This is an optimization exercise on Yosys and OpenROAD, whose aim is small area, not a production implementation.
The RTL was checked by simulation tests, not by an equivalence proof against the original design.

--- flow/design.v ---
module total_fir(total_out, x_in, clk);
	input clk;
	input signed [7:0] x_in;
	output signed [15:0] total_out;
	reg [7:0] e0;
	reg [7:0] e1;
	reg [7:0] e2;
	reg [7:0] e3;
	reg [7:0] e4;
	reg [7:0] e5;
	reg [7:0] e6;
	reg [7:0] e7;
	reg [7:0] e8;
	reg [7:0] e9;
	reg [7:0] e10;
	reg [7:0] e11;
	reg [7:0] e12;
	reg [7:0] e13;
	reg [7:0] e14;
	reg [7:0] e15;
	reg [7:0] e16;
	reg [7:0] e17;
	reg r491;
	reg r492;
	reg r551;
	reg r552;
	reg r599;
	reg r600;
	reg r635;
	reg r660;
	reg r661;
	reg r676;
	reg r677;
	reg r684;
	reg r685;
	reg r690;
	reg r691;
	reg r698;
	reg r699;
	reg r700;
	reg r701;
	reg r702;
	wire o5;
	wire o6;
	wire o7;
	wire o8;
	wire o16;
	wire w1;
	wire w2;
	wire w3;
	wire w4;
	wire w5;
	wire w6;
	wire w7;
	wire w8;
	wire w9;
	wire w10;
	wire w11;
	wire w12;
	wire w13;
	wire w14;
	wire w15;
	wire w16;
	wire w17;
	wire w18;
	wire w19;
	wire w20;
	wire w21;
	wire w22;
	wire w23;
	wire w24;
	wire w25;
	wire w26;
	wire w27;
	wire w28;
	wire w29;
	wire w30;
	wire w31;
	wire w32;
	wire w33;
	wire w34;
	wire w35;
	wire w36;
	wire w37;
	wire w38;
	wire w39;
	wire w40;
	wire w41;
	wire w42;
	wire w43;
	wire w44;
	wire w45;
	wire w46;
	wire w47;
	wire w48;
	wire w49;
	wire w50;
	wire w51;
	wire w52;
	wire w53;
	wire w54;
	wire w55;
	wire w56;
	wire w57;
	wire w58;
	wire w59;
	wire w60;
	wire w61;
	wire w62;
	wire w63;
	wire w64;
	wire w65;
	wire w66;
	wire w67;
	wire w68;
	wire w69;
	wire w70;
	wire w71;
	wire w72;
	wire w73;
	wire w74;
	wire w75;
	wire w76;
	wire w77;
	wire w78;
	wire w79;
	wire w80;
	wire w81;
	wire w82;
	wire w83;
	wire w84;
	wire w85;
	wire w86;
	wire w87;
	wire w88;
	wire w89;
	wire w90;
	wire w91;
	wire w92;
	wire w93;
	wire w94;
	wire w95;
	wire w96;
	wire w97;
	wire w98;
	wire w99;
	wire w100;
	wire w101;
	wire w102;
	wire w103;
	wire w104;
	wire w105;
	wire w106;
	wire w107;
	wire w108;
	wire w109;
	wire w110;
	wire w111;
	wire w112;
	wire w113;
	wire w114;
	wire w115;
	wire w116;
	wire w117;
	wire w118;
	wire w119;
	wire w120;
	wire w121;
	wire w122;
	wire w123;
	wire w124;
	wire w125;
	wire w126;
	wire w127;
	wire w128;
	wire w129;
	wire w130;
	wire w131;
	wire w132;
	wire w133;
	wire w134;
	wire w135;
	wire w136;
	wire w137;
	wire w138;
	wire w139;
	wire w140;
	wire w141;
	wire w142;
	wire w143;
	wire w144;
	wire w145;
	wire w146;
	wire w147;
	wire w148;
	wire w149;
	wire w150;
	wire w151;
	wire w152;
	wire w153;
	wire w154;
	wire w155;
	wire w156;
	wire w157;
	wire w158;
	wire w159;
	wire w160;
	wire w161;
	wire w162;
	wire w163;
	wire w164;
	wire w165;
	wire w166;
	wire w167;
	wire w168;
	wire w169;
	wire w170;
	wire w171;
	wire w172;
	wire w173;
	wire w174;
	wire w175;
	wire w176;
	wire w177;
	wire w178;
	wire w179;
	wire w180;
	wire w181;
	wire w182;
	wire w183;
	wire w184;
	wire w185;
	wire w186;
	wire w187;
	wire w188;
	wire w189;
	wire w190;
	wire w191;
	wire w192;
	wire w193;
	wire w194;
	wire w195;
	wire w196;
	wire w197;
	wire w198;
	wire w199;
	wire w200;
	wire w201;
	wire w202;
	wire w203;
	wire w204;
	wire w205;
	wire w206;
	wire w207;
	wire w208;
	wire w209;
	wire w210;
	wire w211;
	wire w212;
	wire w213;
	wire w214;
	wire w215;
	wire w216;
	wire w217;
	wire w218;
	wire w219;
	wire w220;
	wire w221;
	wire w222;
	wire w223;
	wire w224;
	wire w225;
	wire w226;
	wire w227;
	wire w228;
	wire w229;
	wire w230;
	wire w231;
	wire w232;
	wire w233;
	wire w234;
	wire w235;
	wire w236;
	wire w237;
	wire w238;
	wire w239;
	wire w240;
	wire w241;
	wire w242;
	wire w243;
	wire w244;
	wire w245;
	wire w246;
	wire w247;
	wire w248;
	wire w249;
	wire w250;
	wire w251;
	wire w252;
	wire w253;
	wire w254;
	wire w255;
	wire w256;
	wire w257;
	wire w258;
	wire w259;
	wire w260;
	wire w261;
	wire w262;
	wire w263;
	wire w264;
	wire w265;
	wire w266;
	wire w267;
	wire w268;
	wire w269;
	wire w270;
	wire w271;
	wire w272;
	wire w273;
	wire w274;
	wire w275;
	wire w276;
	wire w277;
	wire w278;
	wire w279;
	wire w280;
	wire w281;
	wire w282;
	wire w283;
	wire w284;
	wire w285;
	wire w286;
	wire w287;
	wire w288;
	wire w289;
	wire w290;
	wire w291;
	wire w292;
	wire w293;
	wire w294;
	wire w295;
	wire w296;
	wire w297;
	wire w298;
	wire w299;
	wire w300;
	wire w301;
	wire w302;
	wire w303;
	wire w304;
	wire w305;
	wire w306;
	wire w307;
	wire w308;
	wire w309;
	wire w310;
	wire w311;
	wire w312;
	wire w313;
	wire w314;
	wire w315;
	wire w316;
	wire w317;
	wire w318;
	wire w319;
	wire w320;
	wire w321;
	wire w322;
	wire w323;
	wire w324;
	wire w325;
	wire w326;
	wire w327;
	wire w328;
	wire w329;
	wire w330;
	wire w331;
	wire w332;
	wire w333;
	wire w334;
	wire w335;
	wire w336;
	wire w337;
	wire w338;
	wire w339;
	wire w340;
	wire w341;
	wire w342;
	wire w343;
	wire w344;
	wire w345;
	wire w346;
	wire w347;
	wire w348;
	wire w349;
	wire w350;
	wire w351;
	wire w352;
	wire w353;
	wire w354;
	wire w355;
	wire w356;
	wire w357;
	wire w358;
	wire w359;
	wire w360;
	wire w361;
	wire w362;
	wire w363;
	wire w364;
	wire w365;
	wire w366;
	wire w367;
	wire w368;
	wire w369;
	wire w370;
	wire w371;
	wire w372;
	wire w373;
	wire w374;
	wire w375;
	wire w376;
	wire w377;
	wire w378;
	wire w379;
	wire w380;
	wire w381;
	wire w382;
	wire w383;
	wire w384;
	wire w385;
	wire w386;
	wire w387;
	wire w388;
	wire w389;
	wire w390;
	wire w391;
	wire w392;
	wire w393;
	wire w394;
	wire w395;
	wire w396;
	wire w397;
	wire w398;
	wire w399;
	wire w400;
	wire w401;
	wire w402;
	wire w403;
	wire w404;
	wire w405;
	wire w406;
	wire w407;
	wire w408;
	wire w409;
	wire w410;
	wire w411;
	wire w412;
	wire w413;
	wire w414;
	wire w415;
	wire w416;
	wire w417;
	wire w418;
	wire w419;
	wire w420;
	wire w421;
	wire w422;
	wire w423;
	wire w424;
	wire w425;
	wire w426;
	wire w427;
	wire w428;
	wire w429;
	wire w430;
	wire w431;
	wire w432;
	wire w433;
	wire w434;
	wire w435;
	wire w436;
	wire w437;
	wire w438;
	wire w439;
	wire w440;
	wire w441;
	wire w442;
	wire w443;
	wire w444;
	wire w445;
	wire w446;
	wire w447;
	wire w448;
	wire w449;
	wire w450;
	wire w451;
	wire w452;
	wire w453;
	wire w454;
	wire w455;
	wire w456;
	wire w457;
	wire w458;
	wire w459;
	wire w460;
	wire w461;
	wire w462;
	wire w463;
	wire w464;
	wire w465;
	wire w466;
	wire w467;
	wire w468;
	wire w469;
	wire w470;
	wire w471;
	wire w472;
	wire w473;
	wire w474;
	wire w475;
	wire w476;
	wire w477;
	wire w478;
	wire w479;
	wire w480;
	wire w481;
	wire w482;
	wire w483;
	wire w484;
	wire w485;
	wire w486;
	wire w487;
	wire w488;
	wire w489;
	wire w490;
	wire w491;
	wire w492;
	wire w493;
	wire w494;
	wire w495;
	wire w496;
	wire w497;
	wire w498;
	wire w499;
	wire w500;
	wire w501;
	wire w502;
	wire w503;
	wire w504;
	wire w505;
	wire w506;
	wire w507;
	wire w508;
	wire w509;
	wire w510;
	wire w511;
	wire w512;
	wire w513;
	wire w514;
	wire w515;
	wire w516;
	wire w517;
	wire w518;
	wire w519;
	wire w520;
	wire w521;
	wire w522;
	wire w523;
	wire w524;
	wire w525;
	wire w526;
	wire w527;
	wire w528;
	wire w529;
	wire w530;
	wire w531;
	wire w532;
	wire w533;
	wire w534;
	wire w535;
	wire w536;
	wire w537;
	wire w538;
	wire w539;
	wire w540;
	wire w541;
	wire w542;
	wire w543;
	wire w544;
	wire w545;
	wire w546;
	wire w547;
	wire w548;
	wire w549;
	wire w550;
	wire w551;
	wire w552;
	wire w553;
	wire w554;
	wire w555;
	wire w556;
	wire w557;
	wire w558;
	wire w559;
	wire w560;
	wire w561;
	wire w562;
	wire w563;
	wire w564;
	wire w565;
	wire w566;
	wire w567;
	wire w568;
	wire w569;
	wire w570;
	wire w571;
	wire w572;
	wire w573;
	wire w574;
	wire w575;
	wire w576;
	wire w577;
	wire w578;
	wire w579;
	wire w580;
	wire w581;
	wire w582;
	wire w583;
	wire w584;
	wire w585;
	wire w586;
	wire w587;
	wire w588;
	wire w589;
	wire w590;
	wire w591;
	wire w592;
	wire w593;
	wire w594;
	wire w595;
	wire w596;
	wire w597;
	wire w598;
	wire w599;
	wire w600;
	wire w601;
	wire w602;
	wire w603;
	wire w604;
	wire w605;
	wire w606;
	wire w607;
	wire w608;
	wire w609;
	wire w610;
	wire w611;
	wire w612;
	wire w613;
	wire w614;
	wire w615;
	wire w616;
	wire w617;
	wire w618;
	wire w619;
	wire w620;
	wire w621;
	wire w622;
	wire w623;
	wire w624;
	wire w625;
	wire w626;
	wire w627;
	wire w628;
	wire w629;
	wire w630;
	wire w631;
	wire w632;
	wire w633;
	wire w634;
	wire w635;
	wire w636;
	wire w637;
	wire w638;
	wire w639;
	wire w640;
	wire w641;
	wire w642;
	wire w643;
	wire w644;
	wire w645;
	wire w646;
	wire w647;
	wire w648;
	wire w649;
	wire w650;
	wire w651;
	wire w652;
	wire w653;
	wire w654;
	wire w655;
	wire w656;
	wire w657;
	wire w658;
	wire w659;
	wire w660;
	wire w661;
	wire w662;
	wire w663;
	wire w664;
	wire w665;
	wire w666;
	wire w667;
	wire w668;
	wire w669;
	wire w670;
	wire w671;
	wire w672;
	wire w673;
	wire w674;
	wire w675;
	wire w676;
	wire w677;
	wire w678;
	wire w679;
	wire w680;
	wire w681;
	wire w682;
	wire w683;
	wire w684;
	wire w685;
	wire w686;
	wire w687;
	wire w688;
	wire w689;
	wire w690;
	wire w691;
	wire w692;
	wire w693;
	wire w694;
	wire w695;
	wire w696;
	wire w697;
	wire w698;
	wire w699;
	wire w700;
	wire w701;
	wire w702;
	wire n1;
	wire n2;
	wire n3;
	wire n4;
	wire n5;
	wire n6;
	wire n7;
	wire n8;
	wire n9;
	wire n10;
	wire n11;
	wire n12;
	wire n13;
	wire n14;
	wire n15;
	wire n16;
	wire n17;
	wire n18;
	wire n19;
	wire n20;
	wire n21;
	wire n22;
	wire n23;
	wire n24;
	wire n25;
	wire n26;
	wire n27;
	wire n28;
	wire n29;
	wire n30;
	wire n31;
	wire n32;
	wire n33;
	wire n34;
	wire n35;
	wire n36;
	wire n37;
	wire n38;
	wire n39;
	wire n40;
	wire n41;
	wire n42;
	wire n43;
	wire n44;
	wire n45;
	wire n46;
	wire n47;
	wire n48;
	wire n49;
	wire n50;
	wire n51;
	wire n52;
	wire n53;
	wire n54;
	always @(posedge clk) begin
		e0 <= x_in;
		e1 <= e0;
		e2 <= e1 ^ 8'h7f;
		e3 <= e2;
		e4 <= e3;
		e5 <= e4;
		e6 <= e5;
		e7 <= e6 ^ 8'h03;
		e8 <= e7;
		e9 <= e8;
		e10 <= e9 ^ 8'h7c;
		e11 <= e10;
		e12 <= e11 ^ 8'h80;
		e13 <= e12;
		e14 <= e13;
		e15 <= e14;
		e16 <= e15;
		e17 <= e16;
		r491 <= w426;
		r492 <= w489;
		r551 <= w549;
		r552 <= w490;
		r599 <= w597;
		r600 <= w550;
		r635 <= w633;
		r660 <= w658;
		r661 <= w634;
		r676 <= w674;
		r677 <= w659;
		r684 <= w682;
		r685 <= w675;
		r690 <= w681;
		r691 <= w683;
		r698 <= w157;
		r699 <= w213;
		r700 <= w279;
		r701 <= w353;
		r702 <= w425;
	end
	assign o5 = ~(~e5[0] | ~e5[1]);
	assign o6 = ~(~e6[0] | ~e6[1]);
	assign o7 = ~(e7[0] | e7[1]);
	assign o8 = ~(e8[0] | e8[1]);
	assign o16 = ~(e16[0] | e16[1]);
	assign n1 = ~e7[2];
	assign n2 = ~e7[3];
	assign n3 = ~e7[4];
	assign n4 = ~e7[5];
	assign n5 = ~e7[6];
	assign n6 = ~e7[7];
	assign n7 = ~e8[2];
	assign n8 = ~e8[3];
	assign n9 = ~e8[4];
	assign n10 = ~e8[5];
	assign n11 = ~e8[6];
	assign n12 = ~e8[7];
	assign n13 = ~e9[0];
	assign n14 = ~e9[1];
	assign n15 = ~e10[0];
	assign n16 = ~e10[1];
	assign n17 = ~e10[2];
	assign n18 = ~e10[3];
	assign n19 = ~e10[4];
	assign n20 = ~e10[5];
	assign n21 = ~e10[6];
	assign n22 = ~e10[7];
	assign n23 = ~e11[7];
	assign n24 = ~e11[0];
	assign n25 = ~e11[1];
	assign n26 = ~e11[2];
	assign n27 = ~e11[3];
	assign n28 = ~e11[4];
	assign n29 = ~e11[5];
	assign n30 = ~e11[6];
	assign n31 = ~e13[0];
	assign n32 = ~e13[1];
	assign n33 = ~e13[2];
	assign n34 = ~e13[3];
	assign n35 = ~e13[4];
	assign n36 = ~e13[5];
	assign n37 = ~e13[6];
	assign n38 = ~e13[7];
	assign n39 = ~e14[0];
	assign n40 = ~e14[1];
	assign n41 = ~e14[2];
	assign n42 = ~e14[3];
	assign n43 = ~e14[4];
	assign n44 = ~e14[5];
	assign n45 = ~e14[6];
	assign n46 = ~e14[7];
	assign n47 = ~e16[0];
	assign n48 = ~e16[1];
	assign n49 = ~e16[2];
	assign n50 = ~e16[3];
	assign n51 = ~e16[4];
	assign n52 = ~e16[5];
	assign n53 = ~e16[6];
	assign n54 = ~e16[7];
	fa uw55 (.a(e3[0]), .b(e4[1]), .c(e4[0]), .s(w55), .co(w56));
	fa uw57 (.a(e5[0]), .b(e5[2]), .c(e6[2]), .s(w57), .co(w58));
	fa uw59 (.a(e7[2]), .b(e8[2]), .c(e10[1]), .s(w59), .co(w60));
	fa uw61 (.a(e11[1]), .b(e12[0]), .c(e12[1]), .s(w61), .co(w62));
	fa uw63 (.a(e13[0]), .b(e14[0]), .c(e14[1]), .s(w63), .co(w64));
	fa uw65 (.a(e17[2]), .b(n49), .c(o5), .s(w65), .co(w66));
	fa uw67 (.a(o6), .b(o7), .c(o8), .s(w67), .co(w68));
	fa uw69 (.a(o16), .b(w55), .c(w57), .s(w69), .co(w70));
	fa uw71 (.a(w59), .b(w61), .c(w63), .s(w71), .co(w72));
	fa uw73 (.a(w65), .b(w67), .c(w69), .s(w73), .co(w74));
	assign w76 = w71 & w73;
	xn uw77 (.a(e3[1]), .b(e4[0]), .s(w77));
	o2 uw78 (.a(e3[1]), .b(e4[0]), .co(w78));
	fa uw79 (.a(e4[2]), .b(e5[1]), .c(e5[3]), .s(w79), .co(w80));
	fa uw81 (.a(e6[0]), .b(e6[3]), .c(e7[3]), .s(w81), .co(w82));
	fa uw83 (.a(e8[3]), .b(e10[2]), .c(e11[0]), .s(w83), .co(w84));
	fa uw85 (.a(e11[2]), .b(e12[1]), .c(e12[2]), .s(w85), .co(w86));
	fa uw87 (.a(e13[1]), .b(e13[0]), .c(e14[1]), .s(w87), .co(w88));
	fa uw89 (.a(e14[2]), .b(e15[0]), .c(e17[3]), .s(w89), .co(w90));
	fa uw91 (.a(n15), .b(n47), .c(n50), .s(w91), .co(w92));
	fa uw93 (.a(w77), .b(w56), .c(w58), .s(w93), .co(w94));
	fa uw95 (.a(w60), .b(w62), .c(w64), .s(w95), .co(w96));
	fa uw97 (.a(w79), .b(w81), .c(w83), .s(w97), .co(w98));
	fa uw99 (.a(w85), .b(w87), .c(w89), .s(w99), .co(w100));
	fa uw101 (.a(w91), .b(w66), .c(w68), .s(w101), .co(w102));
	fa uw103 (.a(w70), .b(w72), .c(w93), .s(w103), .co(w104));
	fa uw105 (.a(w95), .b(w97), .c(w99), .s(w105), .co(w106));
	fa uw107 (.a(w101), .b(w74), .c(w103), .s(w107), .co(w108));
	assign w110 = (w105 & w76) | (w105 & w107) | (w76 & w107);
	xn uw111 (.a(e2[0]), .b(e3[2]), .s(w111));
	o2 uw112 (.a(e2[0]), .b(e3[2]), .co(w112));
	fa uw113 (.a(e4[1]), .b(e4[3]), .c(e5[2]), .s(w113), .co(w114));
	fa uw115 (.a(e5[0]), .b(e5[4]), .c(e6[1]), .s(w115), .co(w116));
	fa uw117 (.a(e6[4]), .b(e7[0]), .c(e7[4]), .s(w117), .co(w118));
	fa uw119 (.a(e8[4]), .b(e10[3]), .c(e11[1]), .s(w119), .co(w120));
	fa uw121 (.a(e11[0]), .b(e11[3]), .c(e12[2]), .s(w121), .co(w122));
	fa uw123 (.a(e12[0]), .b(e12[3]), .c(e13[2]), .s(w123), .co(w124));
	fa uw125 (.a(e13[1]), .b(e14[2]), .c(e14[3]), .s(w125), .co(w126));
	fa uw127 (.a(e15[1]), .b(e15[0]), .c(e17[0]), .s(w127), .co(w128));
	fa uw129 (.a(e17[4]), .b(n13), .c(n16), .s(w129), .co(w130));
	fa uw131 (.a(n48), .b(n51), .c(w78), .s(w131), .co(w132));
	fa uw133 (.a(w111), .b(w80), .c(w82), .s(w133), .co(w134));
	fa uw135 (.a(w84), .b(w86), .c(w88), .s(w135), .co(w136));
	fa uw137 (.a(w90), .b(w113), .c(w115), .s(w137), .co(w138));
	fa uw139 (.a(w117), .b(w119), .c(w121), .s(w139), .co(w140));
	fa uw141 (.a(w123), .b(w125), .c(w127), .s(w141), .co(w142));
	fa uw143 (.a(w92), .b(w129), .c(w131), .s(w143), .co(w144));
	fa uw145 (.a(w94), .b(w96), .c(w98), .s(w145), .co(w146));
	fa uw147 (.a(w100), .b(w133), .c(w135), .s(w147), .co(w148));
	fa uw149 (.a(w137), .b(w139), .c(w141), .s(w149), .co(w150));
	fa uw151 (.a(w102), .b(w143), .c(w104), .s(w151), .co(w152));
	fa uw153 (.a(w106), .b(w145), .c(w147), .s(w153), .co(w154));
	fa uw155 (.a(w149), .b(w108), .c(w151), .s(w155), .co(w156));
	fa uw157 (.a(w153), .b(w110), .c(w155), .s(w157), .co(w158));
	fa uw159 (.a(e2[1]), .b(e2[0]), .c(e3[3]), .s(w159), .co(w160));
	fa uw161 (.a(e4[2]), .b(e4[4]), .c(e5[3]), .s(w161), .co(w162));
	fa uw163 (.a(e5[1]), .b(e5[5]), .c(e6[2]), .s(w163), .co(w164));
	fa uw165 (.a(e6[5]), .b(e7[1]), .c(e7[5]), .s(w165), .co(w166));
	fa uw167 (.a(e8[5]), .b(e10[4]), .c(e11[2]), .s(w167), .co(w168));
	fa uw169 (.a(e11[1]), .b(e11[4]), .c(e12[3]), .s(w169), .co(w170));
	fa uw171 (.a(e12[1]), .b(e12[4]), .c(e13[3]), .s(w171), .co(w172));
	fa uw173 (.a(e13[2]), .b(e14[3]), .c(e14[4]), .s(w173), .co(w174));
	fa uw175 (.a(e15[2]), .b(e15[1]), .c(e17[1]), .s(w175), .co(w176));
	fa uw177 (.a(e17[5]), .b(n14), .c(n17), .s(w177), .co(w178));
	fa uw179 (.a(n49), .b(n47), .c(n52), .s(w179), .co(w180));
	fa uw181 (.a(w112), .b(w114), .c(w116), .s(w181), .co(w182));
	fa uw183 (.a(w118), .b(w120), .c(w122), .s(w183), .co(w184));
	fa uw185 (.a(w124), .b(w126), .c(w128), .s(w185), .co(w186));
	fa uw187 (.a(w159), .b(w161), .c(w163), .s(w187), .co(w188));
	fa uw189 (.a(w165), .b(w167), .c(w169), .s(w189), .co(w190));
	fa uw191 (.a(w171), .b(w173), .c(w175), .s(w191), .co(w192));
	fa uw193 (.a(w130), .b(w177), .c(w179), .s(w193), .co(w194));
	fa uw195 (.a(w132), .b(w134), .c(w136), .s(w195), .co(w196));
	fa uw197 (.a(w138), .b(w140), .c(w142), .s(w197), .co(w198));
	fa uw199 (.a(w181), .b(w183), .c(w185), .s(w199), .co(w200));
	fa uw201 (.a(w187), .b(w189), .c(w191), .s(w201), .co(w202));
	fa uw203 (.a(w193), .b(w144), .c(w146), .s(w203), .co(w204));
	fa uw205 (.a(w148), .b(w195), .c(w150), .s(w205), .co(w206));
	fa uw207 (.a(w197), .b(w199), .c(w201), .s(w207), .co(w208));
	fa uw209 (.a(w152), .b(w154), .c(w203), .s(w209), .co(w210));
	fa uw211 (.a(w205), .b(w207), .c(w156), .s(w211), .co(w212));
	fa uw213 (.a(w209), .b(w158), .c(w211), .s(w213), .co(w214));
	xn uw215 (.a(e2[2]), .b(e2[1]), .s(w215));
	o2 uw216 (.a(e2[2]), .b(e2[1]), .co(w216));
	fa uw217 (.a(e3[4]), .b(e3[0]), .c(e4[3]), .s(w217), .co(w218));
	fa uw219 (.a(e4[0]), .b(e4[5]), .c(e5[4]), .s(w219), .co(w220));
	fa uw221 (.a(e5[2]), .b(e5[6]), .c(e6[3]), .s(w221), .co(w222));
	fa uw223 (.a(e6[6]), .b(e7[6]), .c(e8[6]), .s(w223), .co(w224));
	fa uw225 (.a(e9[2]), .b(e10[0]), .c(e10[5]), .s(w225), .co(w226));
	fa uw227 (.a(e11[3]), .b(e11[2]), .c(e11[5]), .s(w227), .co(w228));
	fa uw229 (.a(e12[4]), .b(e12[2]), .c(e12[0]), .s(w229), .co(w230));
	fa uw231 (.a(e12[5]), .b(e13[4]), .c(e13[3]), .s(w231), .co(w232));
	fa uw233 (.a(e14[4]), .b(e14[5]), .c(e15[3]), .s(w233), .co(w234));
	fa uw235 (.a(e15[2]), .b(e17[2]), .c(e17[6]), .s(w235), .co(w236));
	fa uw237 (.a(n1), .b(n18), .c(n39), .s(w237), .co(w238));
	fa uw239 (.a(n50), .b(n48), .c(n53), .s(w239), .co(w240));
	fa uw241 (.a(w215), .b(w160), .c(w162), .s(w241), .co(w242));
	fa uw243 (.a(w164), .b(w166), .c(w168), .s(w243), .co(w244));
	fa uw245 (.a(w170), .b(w172), .c(w174), .s(w245), .co(w246));
	fa uw247 (.a(w176), .b(w217), .c(w219), .s(w247), .co(w248));
	fa uw249 (.a(w221), .b(w223), .c(w225), .s(w249), .co(w250));
	fa uw251 (.a(w227), .b(w229), .c(w231), .s(w251), .co(w252));
	fa uw253 (.a(w233), .b(w235), .c(w178), .s(w253), .co(w254));
	fa uw255 (.a(w180), .b(w237), .c(w239), .s(w255), .co(w256));
	fa uw257 (.a(w182), .b(w184), .c(w186), .s(w257), .co(w258));
	fa uw259 (.a(w188), .b(w190), .c(w192), .s(w259), .co(w260));
	fa uw261 (.a(w241), .b(w243), .c(w245), .s(w261), .co(w262));
	fa uw263 (.a(w247), .b(w249), .c(w251), .s(w263), .co(w264));
	fa uw265 (.a(w194), .b(w253), .c(w255), .s(w265), .co(w266));
	fa uw267 (.a(w196), .b(w198), .c(w200), .s(w267), .co(w268));
	fa uw269 (.a(w257), .b(w202), .c(w259), .s(w269), .co(w270));
	fa uw271 (.a(w261), .b(w263), .c(w265), .s(w271), .co(w272));
	fa uw273 (.a(w204), .b(w206), .c(w267), .s(w273), .co(w274));
	fa uw275 (.a(w269), .b(w208), .c(w271), .s(w275), .co(w276));
	fa uw277 (.a(w210), .b(w273), .c(w275), .s(w277), .co(w278));
	fa uw279 (.a(w212), .b(w277), .c(w214), .s(w279), .co(w280));
	fa uw281 (.a(e2[3]), .b(e2[2]), .c(e3[5]), .s(w281), .co(w282));
	fa uw283 (.a(e3[1]), .b(e4[4]), .c(e4[1]), .s(w283), .co(w284));
	fa uw285 (.a(e4[6]), .b(e5[5]), .c(e5[3]), .s(w285), .co(w286));
	fa uw287 (.a(e5[7]), .b(e6[4]), .c(e6[7]), .s(w287), .co(w288));
	fa uw289 (.a(e7[7]), .b(e8[0]), .c(e8[7]), .s(w289), .co(w290));
	fa uw291 (.a(e9[3]), .b(e10[1]), .c(e10[6]), .s(w291), .co(w292));
	fa uw293 (.a(e11[4]), .b(e11[3]), .c(e11[6]), .s(w293), .co(w294));
	fa uw295 (.a(e12[5]), .b(e12[3]), .c(e12[1]), .s(w295), .co(w296));
	fa uw297 (.a(e12[6]), .b(e13[5]), .c(e13[4]), .s(w297), .co(w298));
	fa uw299 (.a(e14[5]), .b(e14[6]), .c(e15[4]), .s(w299), .co(w300));
	fa uw301 (.a(e15[3]), .b(e17[3]), .c(e17[7]), .s(w301), .co(w302));
	fa uw303 (.a(n2), .b(n19), .c(n24), .s(w303), .co(w304));
	fa uw305 (.a(n31), .b(n40), .c(n51), .s(w305), .co(w306));
	fa uw307 (.a(n49), .b(n54), .c(w216), .s(w307), .co(w308));
	fa uw309 (.a(w218), .b(w220), .c(w222), .s(w309), .co(w310));
	fa uw311 (.a(w224), .b(w226), .c(w228), .s(w311), .co(w312));
	fa uw313 (.a(w230), .b(w232), .c(w234), .s(w313), .co(w314));
	fa uw315 (.a(w236), .b(w281), .c(w283), .s(w315), .co(w316));
	fa uw317 (.a(w285), .b(w287), .c(w289), .s(w317), .co(w318));
	fa uw319 (.a(w291), .b(w293), .c(w295), .s(w319), .co(w320));
	fa uw321 (.a(w297), .b(w299), .c(w301), .s(w321), .co(w322));
	fa uw323 (.a(w238), .b(w240), .c(w303), .s(w323), .co(w324));
	fa uw325 (.a(w305), .b(w307), .c(w242), .s(w325), .co(w326));
	fa uw327 (.a(w244), .b(w246), .c(w248), .s(w327), .co(w328));
	fa uw329 (.a(w250), .b(w252), .c(w309), .s(w329), .co(w330));
	fa uw331 (.a(w311), .b(w313), .c(w254), .s(w331), .co(w332));
	fa uw333 (.a(w315), .b(w317), .c(w319), .s(w333), .co(w334));
	fa uw335 (.a(w321), .b(w256), .c(w323), .s(w335), .co(w336));
	fa uw337 (.a(w258), .b(w260), .c(w262), .s(w337), .co(w338));
	fa uw339 (.a(w325), .b(w264), .c(w327), .s(w339), .co(w340));
	fa uw341 (.a(w329), .b(w331), .c(w333), .s(w341), .co(w342));
	fa uw343 (.a(w266), .b(w335), .c(w268), .s(w343), .co(w344));
	fa uw345 (.a(w270), .b(w337), .c(w339), .s(w345), .co(w346));
	fa uw347 (.a(w341), .b(w272), .c(w274), .s(w347), .co(w348));
	fa uw349 (.a(w343), .b(w345), .c(w276), .s(w349), .co(w350));
	fa uw351 (.a(w347), .b(w278), .c(w349), .s(w351), .co(w352));
	ha uw353 (.a(w351), .b(w280), .s(w353), .co(w354));
	fa uw355 (.a(e2[4]), .b(e2[3]), .c(e3[6]), .s(w355), .co(w356));
	fa uw357 (.a(e3[2]), .b(e4[5]), .c(e4[2]), .s(w357), .co(w358));
	fa uw359 (.a(e4[7]), .b(e5[6]), .c(e5[4]), .s(w359), .co(w360));
	fa uw361 (.a(e6[5]), .b(e8[1]), .c(e9[4]), .s(w361), .co(w362));
	fa uw363 (.a(e10[2]), .b(e11[5]), .c(e11[4]), .s(w363), .co(w364));
	fa uw365 (.a(e12[6]), .b(e12[4]), .c(e12[2]), .s(w365), .co(w366));
	fa uw367 (.a(e12[7]), .b(e13[6]), .c(e13[5]), .s(w367), .co(w368));
	fa uw369 (.a(e14[6]), .b(e14[7]), .c(e15[5]), .s(w369), .co(w370));
	fa uw371 (.a(e15[4]), .b(e17[4]), .c(n3), .s(w371), .co(w372));
	fa uw373 (.a(n20), .b(n22), .c(n25), .s(w373), .co(w374));
	fa uw375 (.a(n23), .b(n32), .c(n41), .s(w375), .co(w376));
	fa uw377 (.a(n52), .b(n50), .c(w282), .s(w377), .co(w378));
	fa uw379 (.a(w284), .b(w286), .c(w288), .s(w379), .co(w380));
	fa uw381 (.a(w290), .b(w292), .c(w294), .s(w381), .co(w382));
	fa uw383 (.a(w296), .b(w298), .c(w300), .s(w383), .co(w384));
	fa uw385 (.a(w302), .b(w355), .c(w357), .s(w385), .co(w386));
	fa uw387 (.a(w359), .b(w361), .c(w363), .s(w387), .co(w388));
	fa uw389 (.a(w365), .b(w367), .c(w369), .s(w389), .co(w390));
	fa uw391 (.a(w304), .b(w306), .c(w371), .s(w391), .co(w392));
	fa uw393 (.a(w373), .b(w375), .c(w308), .s(w393), .co(w394));
	fa uw395 (.a(w310), .b(w312), .c(w314), .s(w395), .co(w396));
	fa uw397 (.a(w316), .b(w318), .c(w320), .s(w397), .co(w398));
	fa uw399 (.a(w322), .b(w377), .c(w379), .s(w399), .co(w400));
	fa uw401 (.a(w381), .b(w383), .c(w385), .s(w401), .co(w402));
	fa uw403 (.a(w387), .b(w389), .c(w324), .s(w403), .co(w404));
	fa uw405 (.a(w391), .b(w393), .c(w326), .s(w405), .co(w406));
	fa uw407 (.a(w328), .b(w330), .c(w395), .s(w407), .co(w408));
	fa uw409 (.a(w332), .b(w334), .c(w397), .s(w409), .co(w410));
	fa uw411 (.a(w399), .b(w401), .c(w336), .s(w411), .co(w412));
	fa uw413 (.a(w403), .b(w338), .c(w405), .s(w413), .co(w414));
	fa uw415 (.a(w340), .b(w407), .c(w409), .s(w415), .co(w416));
	fa uw417 (.a(w342), .b(w411), .c(w344), .s(w417), .co(w418));
	fa uw419 (.a(w413), .b(w346), .c(w415), .s(w419), .co(w420));
	fa uw421 (.a(w348), .b(w417), .c(w419), .s(w421), .co(w422));
	fa uw423 (.a(w350), .b(w421), .c(w352), .s(w423), .co(w424));
	ha uw425 (.a(w354), .b(w423), .s(w425), .co(w426));
	fa uw427 (.a(e2[5]), .b(e2[4]), .c(e3[7]), .s(w427), .co(w428));
	fa uw429 (.a(e3[3]), .b(e4[6]), .c(e4[3]), .s(w429), .co(w430));
	fa uw431 (.a(e5[7]), .b(e5[5]), .c(e6[6]), .s(w431), .co(w432));
	fa uw433 (.a(e9[5]), .b(e10[3]), .c(e11[6]), .s(w433), .co(w434));
	fa uw435 (.a(e11[5]), .b(e12[7]), .c(e12[5]), .s(w435), .co(w436));
	fa uw437 (.a(e12[3]), .b(e13[7]), .c(e13[6]), .s(w437), .co(w438));
	fa uw439 (.a(e14[7]), .b(e15[6]), .c(e15[5]), .s(w439), .co(w440));
	fa uw441 (.a(e17[5]), .b(n4), .c(n7), .s(w441), .co(w442));
	fa uw443 (.a(n21), .b(n26), .c(n33), .s(w443), .co(w444));
	fa uw445 (.a(n42), .b(n53), .c(n51), .s(w445), .co(w446));
	fa uw447 (.a(w356), .b(w358), .c(w360), .s(w447), .co(w448));
	fa uw449 (.a(w362), .b(w364), .c(w366), .s(w449), .co(w450));
	fa uw451 (.a(w368), .b(w370), .c(w427), .s(w451), .co(w452));
	fa uw453 (.a(w429), .b(w431), .c(w433), .s(w453), .co(w454));
	fa uw455 (.a(w435), .b(w437), .c(w439), .s(w455), .co(w456));
	fa uw457 (.a(w372), .b(w374), .c(w376), .s(w457), .co(w458));
	fa uw459 (.a(w441), .b(w443), .c(w445), .s(w459), .co(w460));
	fa uw461 (.a(w378), .b(w380), .c(w382), .s(w461), .co(w462));
	fa uw463 (.a(w384), .b(w386), .c(w388), .s(w463), .co(w464));
	fa uw465 (.a(w390), .b(w447), .c(w449), .s(w465), .co(w466));
	fa uw467 (.a(w451), .b(w453), .c(w455), .s(w467), .co(w468));
	fa uw469 (.a(w392), .b(w457), .c(w459), .s(w469), .co(w470));
	fa uw471 (.a(w394), .b(w396), .c(w398), .s(w471), .co(w472));
	fa uw473 (.a(w400), .b(w461), .c(w402), .s(w473), .co(w474));
	fa uw475 (.a(w463), .b(w465), .c(w404), .s(w475), .co(w476));
	fa uw477 (.a(w467), .b(w469), .c(w406), .s(w477), .co(w478));
	fa uw479 (.a(w408), .b(w410), .c(w471), .s(w479), .co(w480));
	fa uw481 (.a(w473), .b(w412), .c(w475), .s(w481), .co(w482));
	fa uw483 (.a(w414), .b(w477), .c(w416), .s(w483), .co(w484));
	fa uw485 (.a(w479), .b(w481), .c(w418), .s(w485), .co(w486));
	fa uw487 (.a(w420), .b(w483), .c(w485), .s(w487), .co(w488));
	fa uw489 (.a(w422), .b(w487), .c(w424), .s(w489), .co(w490));
	ha uw493 (.a(r491), .b(r492), .s(w493), .co(w494));
	xn uw495 (.a(e2[6]), .b(e2[5]), .s(w495));
	o2 uw496 (.a(e2[6]), .b(e2[5]), .co(w496));
	fa uw497 (.a(e3[4]), .b(e4[7]), .c(e4[4]), .s(w497), .co(w498));
	fa uw499 (.a(e5[6]), .b(e6[7]), .c(e9[6]), .s(w499), .co(w500));
	fa uw501 (.a(e10[7]), .b(e10[4]), .c(e11[6]), .s(w501), .co(w502));
	fa uw503 (.a(e12[6]), .b(e12[4]), .c(e13[7]), .s(w503), .co(w504));
	fa uw505 (.a(e15[7]), .b(e15[6]), .c(e17[6]), .s(w505), .co(w506));
	fa uw507 (.a(n5), .b(n8), .c(n23), .s(w507), .co(w508));
	fa uw509 (.a(n27), .b(n34), .c(n43), .s(w509), .co(w510));
	fa uw511 (.a(n54), .b(n52), .c(w495), .s(w511), .co(w512));
	fa uw513 (.a(w428), .b(w430), .c(w432), .s(w513), .co(w514));
	fa uw515 (.a(w434), .b(w436), .c(w438), .s(w515), .co(w516));
	fa uw517 (.a(w440), .b(w497), .c(w499), .s(w517), .co(w518));
	fa uw519 (.a(w501), .b(w503), .c(w505), .s(w519), .co(w520));
	fa uw521 (.a(w442), .b(w444), .c(w446), .s(w521), .co(w522));
	fa uw523 (.a(w507), .b(w509), .c(w511), .s(w523), .co(w524));
	fa uw525 (.a(w448), .b(w450), .c(w452), .s(w525), .co(w526));
	fa uw527 (.a(w454), .b(w456), .c(w513), .s(w527), .co(w528));
	fa uw529 (.a(w515), .b(w458), .c(w517), .s(w529), .co(w530));
	fa uw531 (.a(w519), .b(w460), .c(w521), .s(w531), .co(w532));
	fa uw533 (.a(w523), .b(w462), .c(w464), .s(w533), .co(w534));
	fa uw535 (.a(w466), .b(w468), .c(w525), .s(w535), .co(w536));
	fa uw537 (.a(w527), .b(w529), .c(w470), .s(w537), .co(w538));
	fa uw539 (.a(w531), .b(w472), .c(w474), .s(w539), .co(w540));
	fa uw541 (.a(w533), .b(w476), .c(w535), .s(w541), .co(w542));
	fa uw543 (.a(w537), .b(w478), .c(w480), .s(w543), .co(w544));
	fa uw545 (.a(w539), .b(w482), .c(w541), .s(w545), .co(w546));
	fa uw547 (.a(w484), .b(w543), .c(w545), .s(w547), .co(w548));
	fa uw549 (.a(w486), .b(w547), .c(w488), .s(w549), .co(w550));
	fa uw553 (.a(r551), .b(r552), .c(w494), .s(w553), .co(w554));
	fa uw555 (.a(e2[7]), .b(e2[6]), .c(e3[5]), .s(w555), .co(w556));
	fa uw557 (.a(e4[5]), .b(e5[7]), .c(e9[7]), .s(w557), .co(w558));
	fa uw559 (.a(e10[5]), .b(e12[7]), .c(e12[5]), .s(w559), .co(w560));
	fa uw561 (.a(e15[7]), .b(e17[7]), .c(n6), .s(w561), .co(w562));
	fa uw563 (.a(n9), .b(n23), .c(n28), .s(w563), .co(w564));
	fa uw565 (.a(n35), .b(n44), .c(n53), .s(w565), .co(w566));
	fa uw567 (.a(w496), .b(w498), .c(w500), .s(w567), .co(w568));
	fa uw569 (.a(w502), .b(w504), .c(w506), .s(w569), .co(w570));
	fa uw571 (.a(w555), .b(w557), .c(w559), .s(w571), .co(w572));
	fa uw573 (.a(w508), .b(w510), .c(w561), .s(w573), .co(w574));
	fa uw575 (.a(w563), .b(w565), .c(w512), .s(w575), .co(w576));
	fa uw577 (.a(w514), .b(w516), .c(w518), .s(w577), .co(w578));
	fa uw579 (.a(w520), .b(w567), .c(w569), .s(w579), .co(w580));
	fa uw581 (.a(w522), .b(w571), .c(w573), .s(w581), .co(w582));
	fa uw583 (.a(w524), .b(w575), .c(w526), .s(w583), .co(w584));
	fa uw585 (.a(w528), .b(w530), .c(w577), .s(w585), .co(w586));
	fa uw587 (.a(w579), .b(w532), .c(w581), .s(w587), .co(w588));
	fa uw589 (.a(w534), .b(w536), .c(w583), .s(w589), .co(w590));
	fa uw591 (.a(w585), .b(w538), .c(w587), .s(w591), .co(w592));
	fa uw593 (.a(w540), .b(w542), .c(w589), .s(w593), .co(w594));
	fa uw595 (.a(w591), .b(w544), .c(w546), .s(w595), .co(w596));
	fa uw597 (.a(w593), .b(w548), .c(w595), .s(w597), .co(w598));
	fa uw601 (.a(r599), .b(r600), .c(w554), .s(w601), .co(w602));
	xn uw603 (.a(e2[7]), .b(e3[6]), .s(w603));
	o2 uw604 (.a(e2[7]), .b(e3[6]), .co(w604));
	fa uw605 (.a(e4[6]), .b(e10[6]), .c(e12[6]), .s(w605), .co(w606));
	fa uw607 (.a(n10), .b(n29), .c(n36), .s(w607), .co(w608));
	fa uw609 (.a(n45), .b(n54), .c(w603), .s(w609), .co(w610));
	fa uw611 (.a(w556), .b(w558), .c(w560), .s(w611), .co(w612));
	fa uw613 (.a(w605), .b(w562), .c(w564), .s(w613), .co(w614));
	fa uw615 (.a(w566), .b(w607), .c(w609), .s(w615), .co(w616));
	fa uw617 (.a(w568), .b(w570), .c(w572), .s(w617), .co(w618));
	fa uw619 (.a(w611), .b(w574), .c(w613), .s(w619), .co(w620));
	fa uw621 (.a(w576), .b(w615), .c(w578), .s(w621), .co(w622));
	fa uw623 (.a(w580), .b(w617), .c(w582), .s(w623), .co(w624));
	fa uw625 (.a(w619), .b(w584), .c(w586), .s(w625), .co(w626));
	fa uw627 (.a(w621), .b(w588), .c(w623), .s(w627), .co(w628));
	fa uw629 (.a(w590), .b(w625), .c(w592), .s(w629), .co(w630));
	fa uw631 (.a(w627), .b(w594), .c(w629), .s(w631), .co(w632));
	fa uw633 (.a(w596), .b(w631), .c(w598), .s(w633), .co(w634));
	ha uw636 (.a(r635), .b(w602), .s(w636), .co(w637));
	fa uw638 (.a(e3[7]), .b(e4[7]), .c(e12[7]), .s(w638), .co(w639));
	fa uw640 (.a(n11), .b(n22), .c(n30), .s(w640), .co(w641));
	fa uw642 (.a(n37), .b(n46), .c(w604), .s(w642), .co(w643));
	fa uw644 (.a(w606), .b(w638), .c(w608), .s(w644), .co(w645));
	fa uw646 (.a(w640), .b(w610), .c(w642), .s(w646), .co(w647));
	fa uw648 (.a(w612), .b(w614), .c(w644), .s(w648), .co(w649));
	fa uw650 (.a(w616), .b(w646), .c(w618), .s(w650), .co(w651));
	fa uw652 (.a(w620), .b(w648), .c(w622), .s(w652), .co(w653));
	fa uw654 (.a(w650), .b(w624), .c(w626), .s(w654), .co(w655));
	fa uw656 (.a(w652), .b(w628), .c(w654), .s(w656), .co(w657));
	fa uw658 (.a(w630), .b(w656), .c(w632), .s(w658), .co(w659));
	fa uw662 (.a(r660), .b(r661), .c(w637), .s(w662), .co(w663));
	fa uw664 (.a(e11[7]), .b(n12), .c(n38), .s(w664), .co(w665));
	fa uw666 (.a(w639), .b(w641), .c(w664), .s(w666), .co(w667));
	fa uw668 (.a(w643), .b(w645), .c(w666), .s(w668), .co(w669));
	fa uw670 (.a(w647), .b(w649), .c(w668), .s(w670), .co(w671));
	fa uw672 (.a(w651), .b(w670), .c(w653), .s(w672), .co(w673));
	fa uw674 (.a(w655), .b(w672), .c(w657), .s(w674), .co(w675));
	fa uw678 (.a(r676), .b(r677), .c(w663), .s(w678), .co(w679));
	fa uw680 (.a(w665), .b(w667), .c(w669), .s(w680), .co(w681));
	fa uw682 (.a(w671), .b(w680), .c(w673), .s(w682), .co(w683));
	ha uw688 (.a(r684), .b(r685), .s(w688), .co(w689));
	xr uw686 (.a(w688), .b(w679), .s(w686));
	ao uw687 (.g(w689), .p(w688), .c(w679), .co(w687));
	ha uw694 (.a(r690), .b(r691), .s(w694), .co(w695));
	xr uw692 (.a(w694), .b(w687), .s(w692));
	ao uw693 (.g(w695), .p(w694), .c(w687), .co(w693));
	assign w696 = w693 ^ 1'b1;
	assign total_out[0] = r698;
	assign total_out[1] = r699;
	assign total_out[2] = r700;
	assign total_out[3] = r701;
	assign total_out[4] = r702;
	assign total_out[5] = w493;
	assign total_out[6] = w553;
	assign total_out[7] = w601;
	assign total_out[8] = w636;
	assign total_out[9] = w662;
	assign total_out[10] = w678;
	assign total_out[11] = w686;
	assign total_out[12] = w692;
	assign total_out[13] = w696;
	assign total_out[14] = w696;
	assign total_out[15] = w696;
endmodule
module fa(input a, input b, input c, output s, output co);
	assign s = a ^ b ^ c;
	assign co = (a & b) | (a & c) | (b & c);
endmodule
module xn(input a, input b, output s);
	assign s = ~(a ^ b);
endmodule
module o2(input a, input b, output co);
	assign co = a | b;
endmodule
module xr(input a, input b, output s);
	assign s = a ^ b;
endmodule
module ao(input g, input p, input c, output co);
	assign co = g | (p & c);
endmodule
module ha(input a, input b, output s, output co);
	assign s = a ^ b;
	assign co = a & b;
endmodule
--- flow/flow/run.sh ---
#!/bin/bash
# The standard layout (standard.sh, the ORFS flow), with ORFS's own variables set for two steps:
#  - clock tree synthesis without dummy balancing loads, built from clkbuf_8 cells;
#  - port buffering with the smallest buffer cell (every input and output still gets a buffer).
# The full ORFS output goes to standard.log in this folder (per-step logs under orfs/logs).
export CTS_ARGS="-sink_clustering_enable -repair_clock_nets -dont_use_dummy_load -buf_list sky130_fd_sc_hd__clkbuf_8"
export BUFFER_PORTS_ARGS="-buffer_cell sky130_fd_sc_hd__buf_1"
bash standard.sh > standard.log 2>&1
--- flow/standard.sh ---
#!/bin/bash
# synth_recipe.tcl (not shown) runs the flow's synth.tcl, then flattens the netlist and writes it again
# the make line also repeats each setting of config.mk as NAME=value (left out here)
make -C /OpenROAD-flow-scripts/flow DESIGN_CONFIG=/design/flow/config.mk WORK_HOME=/design/flow/orfs CLKGATE_MAP_FILE= SYNTH_SCRIPT=/design/flow/synth_recipe.tcl "${@:-finish}"
--- flow/config.mk ---
export PLATFORM = sky130hd
export DESIGN_NAME = total_fir
export DESIGN_NICKNAME = total_fir
export VERILOG_FILES = /design/flow/design.v
export SDC_FILE = /design/flow/constraint.sdc
export NUM_CORES = 4
export LEC_CHECK = 0
export CAP_MARGIN = 20
export CORE_MARGIN = 2
export CORE_UTILIZATION = 40
export SLEW_MARGIN = 20
export SYNTH_HIERARCHICAL = 1
export SYNTH_MINIMUM_KEEP_SIZE = 0
--- flow/constraint.sdc ---
create_clock -name core_clock -period 5.0 [get_ports {clk}]
set_input_delay 1.0000 -clock core_clock [delete_from_list [all_inputs] [get_ports {clk}]]
set_output_delay 1.0000 -clock core_clock [all_outputs]
set_load 0.01 [all_outputs]
==> summary.txt <==
## Yosys stat by module (local to each module, per instance)
module / flip-flops and latches / cells
xr: 0 / 1
ha: 0 / 1
ao: 0 / 1
xn: 0 / 1
total_fir: 164 / 257
fa: 0 / 1
o2: 0 / 1
## metrics by stage
step	cells	hold slack (ns)
finish	943	0.306
global route	943	0.306
CTS	943	0.308
detailed placement	926	0.313
global placement	926	0.311
floorplan	575	0.310
## area by class of cell
class	count	area [um2]	share of cell area, %
clock buffer	17	234	2.21
timing repair buffer	43	233	2.19
tap	324	405	3.82
multi-input combinational	326	6180	58.3
sequential	164	3290	31.0
inverter	69	259	2.44
## Yosys cell counts (all sizes together)
library cell  number
or2                5
and2               1
nor2               6
a22oi              1
xor2               2
dfxtp            164
ha                 6
buf               16
inv               69
a21o               2
xnor2              5
fa               298
## layer usage
layer / part of all wire [%] / wire (um)
met1: 39 / 8670
met2: 52 / 11500
met3: 5.6 / 1230
met4: 3.3 / 730
met5: 0 / 0
## worst max-delay path, stage by stage (launching register included)
cell	delay (ns)
dfxtp_1	0.51
fa_1	0.51
fa_1	0.51
fa_1	0.43
fa_1	0.55
fa_1	0.44
fa_1	0.51
fa_1	0.43
fa_1	0.43
fa_1	0.44
## repair_timing
| item | 4_1_cts | 5_1_grt |
|---|---|---|
| resized for setup | 0 | 7 |
| endpoints found under the setup margin | 0 | 4 |
| hold buffers | 0 | 0 |
| setup buffers | 0 | 0 |
## state kept, by name (all words and copies together), names as in the netlist, 8 cells and up
register and flops:
e0 8, e1 8, e10 8, e11 8
e12 8, e13 8, e14 8, e15 8
e16 8, e17 8, e2 8, e3 8
e4 8, e5 8, e6 8, e7 8
e8 8, e9 8
## worst min path at each step
stage / startpoint / endpoint / slack, ns / depth (start not counted)
6_report: e0[1] / e1[1] / 0.31 / 0
3_3_place_gp: e0[1] / e1[1] / 0.31 / 0
2_1_floorplan: e0[0] / e1[0] / 0.31 / 0
5_1_grt: e0[1] / e1[1] / 0.31 / 0
4_1_cts: e0[1] / e1[1] / 0.31 / 0
3_5_place_dp: e0[1] / e1[1] / 0.31 / 0
## cells by family (layout without fill, tap and decap cells)
kind of cell               Yosys count  count (layout)
DFF                                164             164
and+or+nand+nor                     12              12
buffers and inverters               85             129
AOI/OAI and AO/OA                    3               3
xor gates and xnor gates             7               7
adders and majority gates          304             304
==> results.py <==
metrics = {
    "status": {
        "status": "complete, no violations",
    },
    "clocking": {
        "cts_buffer_depth": 2,
        "clkLatencyLatePin_ns": 0.46,
        "clkSinkCount": 164,
        "clk_pin_slew_ns": 0.09,
        "cts_buffers": 17,
        "cts-root-buf": "clkbuf_8",
        "cts_tree": "built",
        "htree_levels": 4,
    },
    "synth": {
        "ys_seq_area_share_pct": 33.3,
        "ys_types": 12,
        "synth_top_family_by_area": "adder cells",
        "synthAdderAreaFrac_pct": 61.3,
        "yosys.area.top_type": "fa_1",
        "muxShareOfSynthArea_pct": 0,
        "postSynthCellCount": 575,
        "synth.avg_cell_area_um2": 17.1,
        "syn_area_um2": 9850,
        "synth_seq_cells": 164,
        "synth_warnings": 7,
        "synth-compound-area-share_pct": 0.229,
        "synth_nets": 888,
        "synthTopCellsByArea": "fa_1 61%, dfxtp_1 33%, inv_1 2.6%, buf_4 1.2%, ha_1 0.76%",
        "synth_simple_gate_area_share_pct": 0.610,
        "yosys.area_share.xor_xnor_pct": 0.623,
        "yosysTopAreaCellShare_pct": 60.6,
    },
    "worst_setup_path": {
        "end_kind": "register",
        "r2r_slack_ns": 0.14,
        "cp.arrival_ns": 5.21,
        "r2r-start": "e5[5]",
        "startpoint": "e5[5]",
        "path_max_fanout": 4,
        "crit_type": "register to register",
        "rr_endpoint": "r492",
        "critical_path_required_ns": 5.35,
        "worstSetupStartpointType": "register",
        "worstRegToRegCells": 9,
        "worstSetupEndpoint": "r492",
    },
    "layout": {
        "drive_gt1_share_pct": 6.95,
        "stdcell_area_um2": 10600,
        "fin_util_pct": 43.7,
        "num-fill-cells": 2186,
        "syn2layout_area_growth_pct": 7.73,
        "num-nets-final": 934,
        "final_common_cell": "fa_1",
        "antenna_cells": 0,
        "final_cell_mix": "298 x fa_1, 157 x dfxtp_1, 69 x inv_1",
    },
    "floorplan": {
        "die_h_um": 161,
        "num_rows": 57,
        "core_um2": 24200,
        "start_util_pct": 40.6,
        "ioPinCount": 25,
        "die_area_um2": 25900,
        "dieWidth_um": 161,
    },
    "route": {
        "vias": 4310,
        "routed_wl_um": 22100,
        "drtPass1Iterations": 4,
        "wire_per_inst_um": 23.4,
        "first_iter_violations": 231,
        "drt-vias-per-instance": 4.57,
        "ant_nets": 0,
        "drc": 0,
    },
    "grt": {
        "grt_use_met2_pct": 31.8,
        "top_usage_layer": "met2",
        "gr-total-overflow": 0,
        "grt_pass1_vias": 5587,
        "met3_usage_pct": 4.31,
        "grt_pass1_wl_um": 34500,
        "grtUsageMet1_pct": 24.8,
        "grt.total_usage_pct": 19.3,
        "grt_start_max_net_pins": 17,
        "antenna_found_initial": 0,
    },
    "timing": {
        "slew_headroom_pct": 76.6,
        "fin_crit_ns": 4.86,
        "worst_pin_slew_ns": 0.351,
        "fmax_mhz": 206,
        "finalHoldViolCount": 0,
        "min_period_over_period_pct": 97.2,
        "setup_tns_ns": 0,
        "timing.final.max_slew_violations": 0,
        "rsz0062_at_grt": "false",
        "skew_ns": 0.0211,
        "finalSetupViolCount": 0,
        "layout_setup_ws_ns": 0.140,
    },
    "placed_design": {
        "dp_hpwl_um": 20100,
        "gp_congestion": 0.885,
        "port_buffers": 24,
        "pre_cts_ws_ns": 0.0551,
        "placed_cell_area_um2": 10400,
    },
    "flow_run": {
        "max_cap_violations": 0,
    },
    "worst_hold_path": {
        "min_path_type": "register to register",
    },
}

[static timing again, ports no longer ideal]
The flow's constraints put no driver on any port. The routed layout listed below was extracted and timed again, unchanged, in two steps. Step 1, drivers: a clkbuf_16 drives clk and a buf_2 each remaining input, both assumed. Step 2 times the ports against the registers' clock, not the clock port: input delays grow and output delays shrink by t, the midpoint of the rising clock arrivals with the driver on. Slacks: no drivers / after step 1 / after step 2; pairs: no drivers / after step 1.
shift t [ns]: 0.491
setup slack, ns: 0.140 / 0.140 / 0.140
worst setup path after step 2: register to register
After both steps this run still meets setup and hold. The setup slack of this run moves by 0.000 ns with the drivers and by 0.000 ns with both steps.
